This is an optimization exercise on Yosys and OpenROAD, whose aim is small area, not a production implementation. The RTL was checked by simulation tests, not by an equivalence proof against the original design. Power and IR drop assume default switching activity.

## constraint.sdc

```tcl
create_clock -name core_clock -period 10.0 [get_ports {clk}]
set_input_delay 2.0000 -clock core_clock [delete_from_list [all_inputs] [get_ports {clk}]]
set_output_delay 2.0000 -clock core_clock [all_outputs]
set_load 0.01 [all_outputs]
```

## flow/run.sh

```bash
#!/bin/bash
# Standard ORFS layout with smaller port buffers and a clock tree without
# dummy loads. Each step's full output goes to a log file in this folder.
set -euo pipefail
bash standard.sh \
  "BUFFER_PORTS_ARGS=-buffer_cell sky130_fd_sc_hd__buf_1" \
  "CTS_ARGS=-sink_clustering_enable -repair_clock_nets -dont_use_dummy_load -buf_list sky130_fd_sc_hd__clkbuf_8 -sink_clustering_size 30 -sink_clustering_max_diameter 100" \
  finish > standard_flow.log 2>&1
```

## design.v

```verilog
module lidar_fa (input wire a, b, c, output wire s, co);
    assign s  = a ^ b ^ c;
    assign co = (a & b) | (a & c) | (b & c);
endmodule
module lidar_ha (input wire a, b, output wire s, co);
    assign s  = a ^ b;
    assign co = a & b;
endmodule
module lg_maj3 (input wire a, b, c, output wire y);
    assign y = (a & b) | (a & c) | (b & c);
endmodule
module lg_inv (input wire a, output wire y);
    assign y = ~a;
endmodule
module lg_nand2 (input wire a, b, output wire y);
    assign y = ~(a & b);
endmodule
module lg_nor2 (input wire a, b, output wire y);
    assign y = ~(a | b);
endmodule
module lg_and2 (input wire a, b, output wire y);
    assign y = a & b;
endmodule
module lg_or2 (input wire a, b, output wire y);
    assign y = a | b;
endmodule
module lg_or3 (input wire a, b, c, output wire y);
    assign y = a | b | c;
endmodule
module lg_xor2 (input wire a, b, output wire y);
    assign y = a ^ b;
endmodule
module lg_xnor2 (input wire a, b, output wire y);
    assign y = ~(a ^ b);
endmodule
module lidar_ground_segmentation_top #(parameter DATA_WIDTH = 16)(
    input wire clk,
    input wire rst_n,
    input wire data_valid_in,
    input wire [DATA_WIDTH-1:0] raw_z_in,
    input wire [DATA_WIDTH-1:0] raw_r_in,
    output wire segmentation_result,
    output wire result_valid
);
    genvar i;
    reg [3:0] st;
    wire st_inc = ~st[3] & (data_valid_in | (st[2] & st[1]));
    always @(posedge clk or negedge rst_n) begin
        if (!rst_n) st <= 4'd0;
        else if (st_inc) st <= st + 4'd1;
    end
    wire run;
    lg_or2 g_run (.a(st[3]), .b(st[0]), .y(run));
    wire zin15;
    lg_inv g_zin (.a(raw_z_in[15]), .y(zin15));
    reg [15:0] p0, p1, p2, p3, p4;
    always @(posedge clk) begin
        if (data_valid_in) begin
            p4 <= p3; p3 <= p2; p2 <= p1; p1 <= p0;
            p0 <= {zin15, raw_z_in[14:0]};
        end
    end
    wire [16:0] u, v, cu, cv;
    lidar_ha hu0 (.a(p1[0]), .b(p3[0]), .s(u[0]), .co(cu[1]));
    lidar_ha hv0 (.a(p0[0]), .b(p4[0]), .s(v[0]), .co(cv[1]));
    generate for (i = 1; i < 16; i = i + 1) begin : g_uv
        lidar_fa fu (.a(p1[i]), .b(p3[i]), .c(cu[i]), .s(u[i]), .co(cu[i+1]));
        lidar_fa fv (.a(p0[i]), .b(p4[i]), .c(cv[i]), .s(v[i]), .co(cv[i+1]));
    end endgenerate
    assign u[16] = cu[16];
    assign v[16] = cv[16];
    wire [19:0] w, cw;
    wire [16:2] vn;
    assign w[0] = v[0];
    lg_xor2 g_w1 (.a(v[1]), .b(v[0]), .y(w[1]));
    lg_nor2 g_cw2 (.a(v[1]), .b(v[0]), .y(cw[2]));
    generate for (i = 2; i < 17; i = i + 1) begin : g_w
        lg_inv gi (.a(v[i]), .y(vn[i]));
        lidar_fa fw (.a(u[i-2]), .b(vn[i]), .c(cw[i]), .s(w[i]), .co(cw[i+1]));
    end endgenerate
    lidar_ha hw17 (.a(u[15]), .b(cw[17]), .s(w[17]), .co(cw[18]));
    lidar_ha hw18 (.a(u[16]), .b(cw[18]), .s(w[18]), .co(w[19]));
    wire [16:0] z;
    assign z[16] = p2[15];
    lg_inv g_z15 (.a(p2[15]), .y(z[15]));
    assign z[14:0] = p2[14:0];
    wire [20:0] r, cr;
    assign r[3:0] = z[3:0];
    lidar_ha hr4 (.a(z[4]), .b(z[0]), .s(r[4]), .co(cr[5]));
    generate for (i = 5; i < 17; i = i + 1) begin : g_r
        lidar_fa fr (.a(z[i]), .b(z[i-4]), .c(cr[i]), .s(r[i]), .co(cr[i+1]));
    end endgenerate
    generate for (i = 17; i < 20; i = i + 1) begin : g_r2
        lidar_ha hr (.a(z[i-4]), .b(cr[i]), .s(r[i]), .co(cr[i+1]));
    end endgenerate
    wire [20:1] xs;
    wire [20:2] xc;
    generate for (i = 1; i < 20; i = i + 1) begin : g_x
        lidar_fa fx (.a(w[i]), .b(w[i-1]), .c(r[i]), .s(xs[i]), .co(xc[i+1]));
    end endgenerate
    wire [20:1] sc;
    wire [20:5] s;
    lg_and2 g_sc1 (.a(w[0]), .b(r[0]), .y(sc[1]));
    lg_and2 g_sc2 (.a(xs[1]), .b(sc[1]), .y(sc[2]));
    generate for (i = 2; i < 5; i = i + 1) begin : g_sl
        lg_maj3 gm (.a(xs[i]), .b(xc[i]), .c(sc[i]), .y(sc[i+1]));
    end endgenerate
    generate for (i = 5; i < 20; i = i + 1) begin : g_s
        lidar_fa fs (.a(xs[i]), .b(xc[i]), .c(sc[i]), .s(s[i]), .co(sc[i+1]));
    end endgenerate
    wire e1, e2, e3;
    lg_xor2 g_e1 (.a(z[16]), .b(cr[20]), .y(e1));
    lg_xor2 g_e2 (.a(e1), .b(w[19]), .y(e2));
    lg_xor2 g_e3 (.a(e2), .b(xc[20]), .y(e3));
    lg_xor2 g_e4 (.a(e3), .b(sc[20]), .y(s[20]));
    reg [15:0] a, bn;
    wire [15:0] bnd;
    generate for (i = 0; i < 16; i = i + 1) begin : g_bn
        lg_nand2 gn (.a(a[i]), .b(run), .y(bnd[i]));
    end endgenerate
    always @(posedge clk) begin
        a  <= s[20:5];
        bn <= bnd;
    end
    wire [15:0] d;
    wire [16:0] cd;
    lg_xnor2 g_d0 (.a(a[0]), .b(bn[0]), .y(d[0]));
    lg_or2 g_cd1 (.a(a[0]), .b(bn[0]), .y(cd[1]));
    generate for (i = 1; i < 16; i = i + 1) begin : g_d
        lidar_fa fd (.a(a[i]), .b(bn[i]), .c(cd[i]), .s(d[i]), .co(cd[i+1]));
    end endgenerate
    wire cd15n, sgn;
    lg_inv g_cd15 (.a(cd[15]), .y(cd15n));
    lg_maj3 g_sgn (.a(a[15]), .b(bn[15]), .c(cd15n), .y(sgn));
    wire [12:0] o, un, qv, qnd;
    lg_or3 g_o0 (.a(d[0]), .b(d[1]), .c(d[2]), .y(o[0]));
    generate for (i = 1; i < 13; i = i + 1) begin : g_o
        lg_or2 go (.a(o[i-1]), .b(d[i+2]), .y(o[i]));
    end endgenerate
    generate for (i = 0; i < 13; i = i + 1) begin : g_q
        lg_nand2 gu (.a(sgn), .b(o[i]), .y(un[i]));
        lg_xnor2 gq (.a(d[i+3]), .b(un[i]), .y(qv[i]));
        lg_nand2 gg (.a(qv[i]), .b(run), .y(qnd[i]));
    end endgenerate
    reg [12:0] qn;
    always @(posedge clk) qn <= qnd;
    wire [15:0] prd;
    generate for (i = 0; i < 16; i = i + 1) begin : g_pr
        lg_nand2 gp (.a(raw_r_in[i]), .b(run), .y(prd[i]));
    end endgenerate
    reg [15:0] prn;
    always @(posedge clk) prn <= prd;
    wire [15:0] dm;    
    wire [16:0] cm;
    lidar_ha hm0 (.a(raw_r_in[0]), .b(prn[0]), .s(dm[0]), .co(cm[1]));
    generate for (i = 1; i < 16; i = i + 1) begin : g_m
        lidar_fa fm (.a(raw_r_in[i]), .b(prn[i]), .c(cm[i]), .s(dm[i]), .co(cm[i+1]));
    end endgenerate
    wire [12:0] q;
    wire [16:1] kp, kq;
    lg_or2 g_kp1 (.a(dm[0]), .b(qn[0]), .y(kp[1]));
    lg_inv g_q0 (.a(qn[0]), .y(q[0]));
    lg_or2 g_kq1 (.a(dm[0]), .b(q[0]), .y(kq[1]));
    generate for (i = 1; i < 13; i = i + 1) begin : g_k
        lg_inv gi (.a(qn[i]), .y(q[i]));
        lg_maj3 gp (.a(dm[i]), .b(qn[i]), .c(kp[i]), .y(kp[i+1]));
        lg_maj3 gq (.a(dm[i]), .b(q[i]), .c(kq[i]), .y(kq[i+1]));
    end endgenerate
    generate for (i = 13; i < 16; i = i + 1) begin : g_k2
        lg_or2 gp (.a(dm[i]), .b(kp[i]), .y(kp[i+1]));
        lg_and2 gq (.a(dm[i]), .b(kq[i]), .y(kq[i+1]));
    end endgenerate
    wire gt = cm[16];    
    reg is_ground;
    always @(posedge clk) is_ground <= gt ? kp[16] : ~kq[16];
    assign segmentation_result = is_ground;
    assign result_valid = st[3];
endmodule
```

## config.mk

```make
export PLATFORM = sky130hd
export DESIGN_NAME = lidar_ground_segmentation_top
export DESIGN_NICKNAME = lidar_ground_segmentation_top
export VERILOG_FILES = /design/flow/design.v
export SDC_FILE = /design/flow/constraint.sdc
export NUM_CORES = 4
export LEC_CHECK = 0
export CAP_MARGIN = 20
export CORE_MARGIN = 2
export CORE_UTILIZATION = 40
export SLEW_MARGIN = 20
export SYNTH_HIERARCHICAL = 1
export SYNTH_MINIMUM_KEEP_SIZE = 0
```

## standard.sh

```bash
#!/bin/bash
# synth_recipe.tcl (not shown) runs the flow's synth.tcl, then flattens the netlist and writes it again
# the make line also repeats each setting of config.mk as NAME=value (left out here)
make -C /OpenROAD-flow-scripts/flow DESIGN_CONFIG=/design/flow/config.mk WORK_HOME=/design/flow/orfs CLKGATE_MAP_FILE= SYNTH_SCRIPT=/design/flow/synth_recipe.tcl "${@:-finish}"
```

==> run_results.csv, run 1 <==
group,metric,value,unit
routing,remaining_drc_errors,0,
floorplanning,design.portCount,37,
critical_path,r2r_start,"p0[0]",
synthesis,ys_ff_latch,146,
routing,vias_per_cell,4.52,
placed_design,port_buffers,36,
critical_path,slowest_delay,0.53,ns
critical_path,critPathCaptureType,"register",
power_and_ir_drop,power_frac_clock,11.8,%
clock_network,cts_max_level,4,
global_route,grt_pass1_wl,17600,um
power_and_ir_drop,p_sw_share,35.8,%
critical_path,cp-startpoint,"p0[0]",
placed_design,dp.cells,720,
global_route,grt_usage,11.6,%
floorplanning,die_h,140,um
routing,num_vias,3372,
timing,slew_violations,0,
critical_path,path_delay_family,"adder cells",
routing,drtPass1Iterations,4,
timing,fin_crit,9.74,ns
clock_network,worstSkewPairLatency,0.45,ns
clock_network,clock_path_buffers,2,
clock_network,cts_sinks,146,
floorplanning,initial_core_util,40.8,%
clock_network,path_clk_slew,0.08,ns
critical_path,reg2reg_slack,0.26,ns
floorplanning,dieArea,0.0195,sq mm
synthesis,syn_nets,619,
timing,worst_pin_slew,0.984,ns
critical_path,worstPathRequired,10.31,ns
timing,hold_violations,0,
routing,wl_per_cell,13.6,um
power_and_ir_drop,power_switching,1.01,mW
synthesis,syn_avg_cell_area,16.2,sq um
global_route,use_met3,3.20,%
timing,setup_viol,0,
critical_path,crit_type,"register to register",
floorplanning,core-area,0.0180,sq mm
routing,antenna_left,0,
run,cap_violations,0,
global_route,grt_busiest_layer,"met2",
routing,drt_iter0_markers,125,
synthesis,ys_types,21,
timing,min_period_over_period,97.4,%
synthesis,yosys_warnings,7,
critical_path,crit_path_frequent_cell,"fa_1",
global_route,overflow,0,
timing,max_freq,103,MHz
synthesis,yosysSeqAreaShare,50.9,%
placed_design,hpwl,7630,um
floorplanning,row_count,49,
synthesis,synth_cells,453,
finish,layout.nets,685,
clock_network,cts_buffers,17,
critical_path,critPathCapture,"a[15]",
finish,layout_commonest_cell,"fa_1",
critical_path,crit_fanout,2,
critical_path,slowest_stage,"fa_1",
finish,mostFrequentLayoutCells,"98 x fa_1, 80 x edfxtp_1, 62 x dfxtp_1",
global_route,grt_pass1_vias,3730,
finish,syn_to_final_growth,10.9,%
power_and_ir_drop,power_density,346,mW/mm^2
finish,antennaDiodeCount,0,
floorplanning,die_x,140,um
timing,finalSetupTns,0,ns
global_route,grt_use_met1,14.7,%
global_route,grt_max_degree,80,
power_and_ir_drop,power_frac_seq,32.9,%
finish,final_layout_size_suffix_gt1_share,15.7,%
critical_path,cp.depth,25,
power_and_ir_drop,internal_power,1.81,mW
critical_path,rr_endpoint,"a[15]",
routing,routed_wl,10200,um
global_route,grt_use_met2,18.8,%
power_and_ir_drop,p_leak,3.13,nW
clock_network,cts-root-buf,"clkbuf_8",
critical_path,worstRegToRegCells,25,
global_route,grt_antenna_before_repair,0,
outcome,outcome,"timing/DRC/antenna clean",
critical_path,arrival,10.05,ns
power_and_ir_drop,vdd_drop_max,150,uV
synthesis,netlist_area,0.00735,sq mm
finish,final_cell_count_no_fill,746,
timing,skew,0.0270,ns
power_and_ir_drop,p_comb_share,55.3,%
clock_network,cts_tree,"yes",
critical_path,start_kind,"register",
min_path,hold_class,"register to register",
timing,slew_headroom,34.4,%
placed_design,place_congestion,0.746,
critical_path,cp_num_buf_inv,1,
cell type report:
| type | instances | area (sq um) |
|---|---|---|
| clock buffer | 17 | 234 |
| fill | 1617 | 9880 |
| inverter | 31 | 116 |
| multi-input combinational | 276 | 3550 |
| sequential | 146 | 3740 |
| tap | 229 | 287 |
| timing repair buffer | 47 | 221 |
cell usage after synthesis:
cell type,count,share of area (%)
a21oi_1,1,0.068
xor2_1,6,0.72
or3_1,1,0.085
edfxtp_1,80,33
and2_1,5,0.43
a31o_2,1,0.12
dfxtp_1,62,17
dfrtp_1,4,1.4
maj3_2,28,4.3
ha_1,10,1.7
nand2_1,59,3.0
xnor2_1,14,1.7
or2_1,19,1.6
nand2b_1,2,0.17
fa_1,121,33
nor2_1,4,0.20
o21ai_0,1,0.068
o32a_1,1,0.14
and2b_1,1,0.10
o21ai_1,2,0.14
inv_1,31,1.6
per-layer routing:
metal  routed length (um)  up-vias  share of wire, %
met5                    0        -                 0
met4                  175        0               1.7
met3                  320       15               3.1
met2                 5090       45                50
met1                 4590     1725                45
li1                     -     1587                 -
per-module statistics from Yosys (local to each module, per instance), a selection:
module / times used / area, sq um / flip-flops and latches / cells inside
lg_xor2: 5 / 8.76 / 0 / 1
lg_or2: 19 / 6.26 / 0 / 1
lg_nand2: 58 / 3.75 / 0 / 1
lg_nor2: 1 / 3.75 / 0 / 1
lidar_ha: 9 / 12.5 / 0 / 1
lg_and2: 5 / 6.26 / 0 / 1
lg_inv: 31 / 3.75 / 0 / 1
how the worst min path moves through the flow:
stage               cells after the start  endpoint  start  slack (ns)
global route                            1     bn[2]   a[2]        0.40
global placement                        1     bn[0]   a[0]        0.40
finish                                  1     bn[2]   a[2]        0.39
CTS                                     1     bn[2]   a[2]        0.40
detailed placement                      1    bn[13]  a[13]        0.40
floorplan                               1     bn[0]   a[0]        0.39
registers in the layout, indices dropped and copies added, names as in the netlist:
signal,count
qn,13
p0,16
a,16
p1,16
is_ground,1
bn,16
st,4
p2,16
prn,16
p4,16
p3,16
what timing repair did:
item / 4_1_cts / 5_1_grt
setup buffers: 6 / 3
endpoints found under the hold margin: 0 / 0
endpoints found under the setup margin: 2 / 2
cloned: 0 / 0
pin swaps: 7 / 7
hold buffers: 0 / 0
resized for setup: 12 / 11
per-stage QoR:
| step | util, % | hold WS (ns) | setup slack, ns | power, mW | area [sq um] |
|---|---|---|---|---|---|
| 6_report | 45.2 | 0.392 | 0.258 | 2.82 | 8150 |
| 3_5_place_dp | 43.2 | 0.404 | -0.0836 | 2.46 | 7790 |
| 4_1_cts | 44.9 | 0.398 | 0.0403 | 2.85 | 8100 |
| 5_1_grt | 45.2 | 0.404 | -0.0174 | 3.20 | 8150 |
| 2_1_floorplan | - | 0.388 | 0.321 | 2.15 | 7350 |
| 3_3_place_gp | 43.2 | 0.395 | 0.0436 | 2.41 | 7790 |
kinds of logic after synthesis:
logic type	count (synthesis)	share of synthesized area (%)
DFF	146	50.9
xor gates and xnor gates	20	2.38
and+or+nand+nor	91	5.62
AOI/OAI and AO/OA	6	0.528
buffers and inverters	31	1.58
adders and majority gates	159	39.0
power by group through the flow:
stage / sequential (mW) / clock (mW) / combinational (mW)
after CTS: 0.933 / 0.349 / 1.57
after floorplan: 0.923 / 0 / 1.23
after detailed placement: 0.946 / 0 / 1.51
final: 0.928 / 0.333 / 1.56
after global placement: 0.937 / 0 / 1.47
after global routing: 0.951 / 0.374 / 1.87
==> run 2: changes to the inputs <==
--- a/design.v
+++ b/design.v
@@ -28,2 +28,11 @@
     assign y = a | b | c;
+endmodule
+module lg_nor4 (input wire a, b, c, d, output wire y);
+    assign y = ~(a | b | c | d);
+endmodule
+module lg_nand4 (input wire a, b, c, d, output wire y);
+    assign y = ~(a & b & c & d);
+endmodule
+module lg_mux2 (input wire a, b, s, output wire y);
+    assign y = s ? b : a;
 endmodule
@@ -134,3 +143,3 @@
     lg_maj3 g_sgn (.a(a[15]), .b(bn[15]), .c(cd15n), .y(sgn));
-    wire [12:0] o, un, qv, qnd;
+    wire [12:0] o, un, qnd;
     lg_or3 g_o0 (.a(d[0]), .b(d[1]), .c(d[2]), .y(o[0]));
@@ -141,4 +150,3 @@
         lg_nand2 gu (.a(sgn), .b(o[i]), .y(un[i]));
-        lg_xnor2 gq (.a(d[i+3]), .b(un[i]), .y(qv[i]));
-        lg_nand2 gg (.a(qv[i]), .b(run), .y(qnd[i]));
+        lg_xor2 gq (.a(d[i+3]), .b(un[i]), .y(qnd[i]));
     end endgenerate
@@ -148,3 +156,3 @@
     generate for (i = 0; i < 16; i = i + 1) begin : g_pr
-        lg_nand2 gp (.a(raw_r_in[i]), .b(run), .y(prd[i]));
+        lg_inv gp (.a(raw_r_in[i]), .y(prd[i]));
     end endgenerate
@@ -173,4 +181,13 @@
     wire gt = cm[16];    
+    wire [3:0] rz;
+    wire rnz, kqn, ig1, ig;
+    generate for (i = 0; i < 4; i = i + 1) begin : g_rz
+        lg_nor4 gz (.a(raw_r_in[4*i]), .b(raw_r_in[4*i+1]), .c(raw_r_in[4*i+2]), .d(raw_r_in[4*i+3]), .y(rz[i]));
+    end endgenerate
+    lg_nand4 g_rnz (.a(rz[0]), .b(rz[1]), .c(rz[2]), .d(rz[3]), .y(rnz));
+    lg_inv g_kqn (.a(kq[16]), .y(kqn));
+    lg_mux2 g_ig1 (.a(kqn), .b(kp[16]), .s(gt), .y(ig1));
+    lg_mux2 g_ig (.a(rnz), .b(ig1), .s(st[3]), .y(ig));
     reg is_ground;
-    always @(posedge clk) is_ground <= gt ? kp[16] : ~kq[16];
+    always @(posedge clk) is_ground <= ig;
     assign segmentation_result = is_ground;
==> flow/run.sh (replaced) <==
#!/bin/bash
# Standard ORFS layout with three changes: combinational cells that synthesis
# mapped at drive 2 or 4 start at drive 1 (timing repair upsizes them where
# needed), ports get the smallest buffer, and the clock tree has no dummy
# loads. Each step's full output goes to a log file in this folder.
set -euo pipefail
RES=orfs/results/sky130hd/lidar_ground_segmentation_top/base
bash standard.sh synth > flow_synth.log 2>&1
cp $RES/1_2_yosys.v flow_synth_netlist.v
sed -i -E 's/\bsky130_fd_sc_hd__(maj3|nor4|nand4|nor3|nand3|nor2|nand2|and2|or2|and3|or3|and4|or4|mux2|mux2i|a21o|a31o|o21a|a21oi|o21ai|xor2|xnor2|inv|buf)_(2|4) /sky130_fd_sc_hd__\1_1 /' $RES/1_2_yosys.v
bash standard.sh \
  "BUFFER_PORTS_ARGS=-buffer_cell sky130_fd_sc_hd__buf_1" \
  "CTS_ARGS=-sink_clustering_enable -repair_clock_nets -dont_use_dummy_load -buf_list sky130_fd_sc_hd__clkbuf_8" \
  finish > flow_layout.log 2>&1
==> run 2 against run 1 <==
  * Hold slack better by 0.016 ns
  * Utilization is 0.28 points lower
  * Synthesized cell count is 1.5% lower
  * Non-clock buffer count is 5 lower
  * Largest power group unchanged
==> run_results.csv, run 2 <==
group,metric,value,unit
outcome,outcome,"timing/DRC/antenna clean",
clock_network,cts-root-buf,"clkbuf_8",
synthesis,synthMuxAreaShare,0.407,%
global_route,grt_max_degree,54,
routing,remaining_drc_errors,0,
clock_network,cts_tree,"yes",
floorplanning,design.portCount,37,
critical_path,path_delay_family,"adder cells",
placed_design,place_congestion,0.751,
finish,antennaDiodeCount,0,
timing,fin_crit,9.74,ns
synthesis,synthAdderAreaFrac,38.8,%
global_route,grt_usage,11.7,%
synthesis,synth-simple-area-share,4.83,%
synthesis,yosysSeqAreaShare,50.7,%
floorplanning,die_h,139,um
critical_path,worstPathRequired,10.32,ns
clock_network,cts_max_level,4,
min_path,hold_class,"register to register",
routing,vias_per_cell,4.50,
synthesis,synth_area_leader_cell,"fa_1",
floorplanning,dieArea,0.0194,sq mm
synthesis,syn_nets,612,
synthesis,yosysMostFrequentCell,"fa_1",
finish,layout_commonest_cell,"fa_1",
timing,setup_ws,0.259,ns
synthesis,synth_xor_area_share,2.37,%
synthesis,synth_edf_count,80,
power_and_ir_drop,p_leak,3.08,nW
routing,wl_per_cell,13.8,um
synthesis,ys_chip_area,0.00738,sq mm
critical_path,crit_path_frequent_cell,"fa_1",
critical_path,crit_fanout,2,
timing,max_freq,103,MHz
power_and_ir_drop,vdd_drop_max,146,uV
synthesis,synth_top_family_by_area,"adder cells",
floorplanning,core-area,0.0180,sq mm
critical_path,start_kind,"register",
synthesis,async_flop_share,2.74,%
routing,num_vias,3305,
synthesis,synth_common_cells,"121 x fa_1, 80 x edfxtp_1, 62 x dfxtp_1",
timing,skew,0.0141,ns
timing,rsz0062_at_grt,"no",
synthesis,synth_compound_area_share,0.458,%
finish,layout.nets,673,
critical_path,cp_num_buf_inv,1,
clock_network,cts_hold_buf,0,
placed_design,port_buffers,36,
global_route,grt_pass1_vias,3664,
synthesis,synth_top_area_share,32.8,%
clock_network,cts_sinks,146,
finish,syn_to_final_growth,10.3,%
placed_design,place_ws,-0.107,ns
synthesis,netlist_area,0.00731,sq mm
floorplanning,initial_core_util,40.7,%
critical_path,crit_type,"register to register",
global_route,grt_pass1_wl,17600,um
critical_path,arrival,10.06,ns
floorplanning,die_x,139,um
timing,setup_viol,0,
synthesis,ys_top_cells_by_area,"fa_1 33%, edfxtp_1 33%, dfxtp_1 17%",
critical_path,slowest_stage,"fa_2",
synthesis,ys_ff_latch,146,
critical_path,critPathCaptureType,"register",
placed_design,hpwl,7960,um
routing,drt_iter0_markers,120,
clock_network,worstSkewPairLatency,0.43,ns
global_route,overflow,0,
synthesis,synth_cells,446,
timing,whs,0.408,ns
timing,slew_headroom,56.6,%
timing,min_period_over_period,97.4,%
power_and_ir_drop,power_density,318,mW/mm^2
synthesis,synth_ff_type,"edfxtp_1",
synthesis,ys_types,23,
floorplanning,row_count,49,
routing,drtPass1Iterations,4,
global_route,grt_antenna_before_repair,0,
finish,final_layout_size_suffix_gt1_share,8.91,%
synthesis,syn_avg_cell_area,16.4,sq um
synthesis,yosys_warnings,7,
clock_network,clock_path_buffers,2,
run,cap_violations,0,
timing,hold_violations,0,
timing,slew_violations,0,
clock_network,path_clk_slew,0.07,ns
timing,worst_pin_slew,0.652,ns
finish,final_util,44.9,%
finish,mostFrequentLayoutCells,"101 x fa_1, 80 x edfxtp_1, 62 x dfxtp_1",
routing,routed_wl,10100,um
clock_network,cts_buffers,17,
critical_path,slowest_delay,0.57,ns
routing,antenna_left,0,
finish,final_cell_count_no_fill,734,
placed_design,dp.cells,712,
[run 2: changes by cell type in the layout (fill, tap and decap cells not counted), moves of 2 or more]
cell     before  now
xor2_1        6   19
maj3_1        0   28
nor4_1        0    4
nand2_1      59   29
buf_4        11    6
xnor2_1      14    1
mux2_1        0    2
inv_1        31   48
fa_1         98  101
fa_2         23   20
maj3_2       28    0
[run 2: cell families (layout without fill, tap and decap cells)]
logic type | Yosys count | count (layout)
buffers and inverters | 48 | 107
multiplexers | 2 | 2
AO/OA/AOI/OAI | 5 | 5
XOR/XNOR | 20 | 20
adder cells (fa/ha/maj) | 159 | 159
flip-flops | 146 | 146
AND/OR/NAND/NOR | 66 | 66
[run 2: cell type report]
| cell class | instances | area [sq um] |
|---|---|---|
| multi-input cells | 252 | 3440 |
| fillers | 1587 | 9890 |
| inverters | 48 | 180 |
| well taps | 229 | 287 |
| flip-flops and latches | 146 | 3740 |
| repair buffers | 42 | 184 |
| clock buffers | 17 | 234 |
[run 2: modules after synthesis (local to each module, per instance), excerpt]
module | area, sq um | flip-flops and latches
lg_nor2 | 3.75 | 0
lg_xnor2 | 8.76 | 0
lg_or2 | 6.26 | 0
lg_or3 | 6.26 | 0
lg_inv | 3.75 | 0
lg_nand2 | 3.75 | 0
lg_xor2 | 8.76 | 0
lidar_ground_segmentation_top | 3830 | 146
lidar_ha | 12.5 | 0
lg_maj3 | 11.3 | 0
lg_nor4 | 12.5 | 0
lg_nand4 | 6.26 | 0
[run 2: routing by layer]
metal / global-route usage [%] / vias up / wire length, um
li1: - / 1555 / -
met4: 4.47 / 0 / 97
met5: 0 / - / 0
met3: 4.06 / 6 / 377
met1: 15.0 / 1700 / 4580
met2: 18.6 / 44 / 5060
[run 2: power breakdown]
group | switching (mW) | internal [mW] | leakage, nW | total (mW)
sequential | 0.0945 | 0.822 | 1.35 | 0.917
clock | 0.179 | 0.150 | 0.122 | 0.328
combinational | 0.644 | 0.680 | 1.60 | 1.32
[run 2: metrics by stage]
step / instance area, sq um / power [mW] / TNS (ns)
after floorplan: 7310 / 1.96 / 0
after global routing: 8070 / 2.90 / 0
final: 8070 / 2.57 / 0
after CTS: 8050 / 2.63 / 0
after global placement: 7750 / 2.21 / 0
after detailed placement: 7750 / 2.25 / -0.107
[run 2: repair_timing]
action | 4_1_cts | 5_1_grt
pin swaps | 7 | 2
endpoints found under the setup margin | 2 | 2
resized for setup | 13 | 8
setup buffers | 5 | 0
[run 2: worst register-to-register path, delay by kind of cell (launching register included)]
family | cells | cell delay, ns
XOR/XNOR | 1 | 0.16
adder cells (fa/ha/maj) | 23 | 9.02
buffers and inverters | 1 | 0.05
flip-flops | 1 | 0.41
[run 2: worst paths after layout]
check / startpoint / endpoint / slack, ns / cells past startpoint
setup / recovery: p0[0] / a[15] / 0.26 / 25
hold / removal: a[7] / bn[7] / 0.41 / 1
setup reg to reg: p0[0] / a[15] / 0.26 / 25
hold reg to reg: a[7] / bn[7] / 0.41 / 1
max in group asynchronous: rst_n / st[1] / 8.45 / 1
min in group asynchronous: rst_n / st[0] / 1.38 / 1

afterwards: timing with drivers on the ports:
In the flow no input, the clock included, has a driving cell. The finished layouts below were timed again as built, in two steps.
Step 1, drivers: a clkbuf_16 drives clk and a buf_2 each remaining input, both assumed.
Step 2 times the ports against the registers' clock, not the clock port: input delays grow and output delays shrink by t, the midpoint of the rising clock arrivals with the driver on.
Three values: no drivers, after step 1, after step 2; two values: the first two.
run | t (ns) | setup WS [ns] | slew at the worst register clock pin (ns) | worst slew at a driven data input, ns
run 1 | 0.468 | 0.258 / 0.258 / 0.258 | 0.08 / 0.08 | 0.03
run 2 | 0.463 | 0.259 / 0.259 / 0.259 | 0.07 / 0.07 | 0.03
After both steps setup and hold are still met in every run listed.
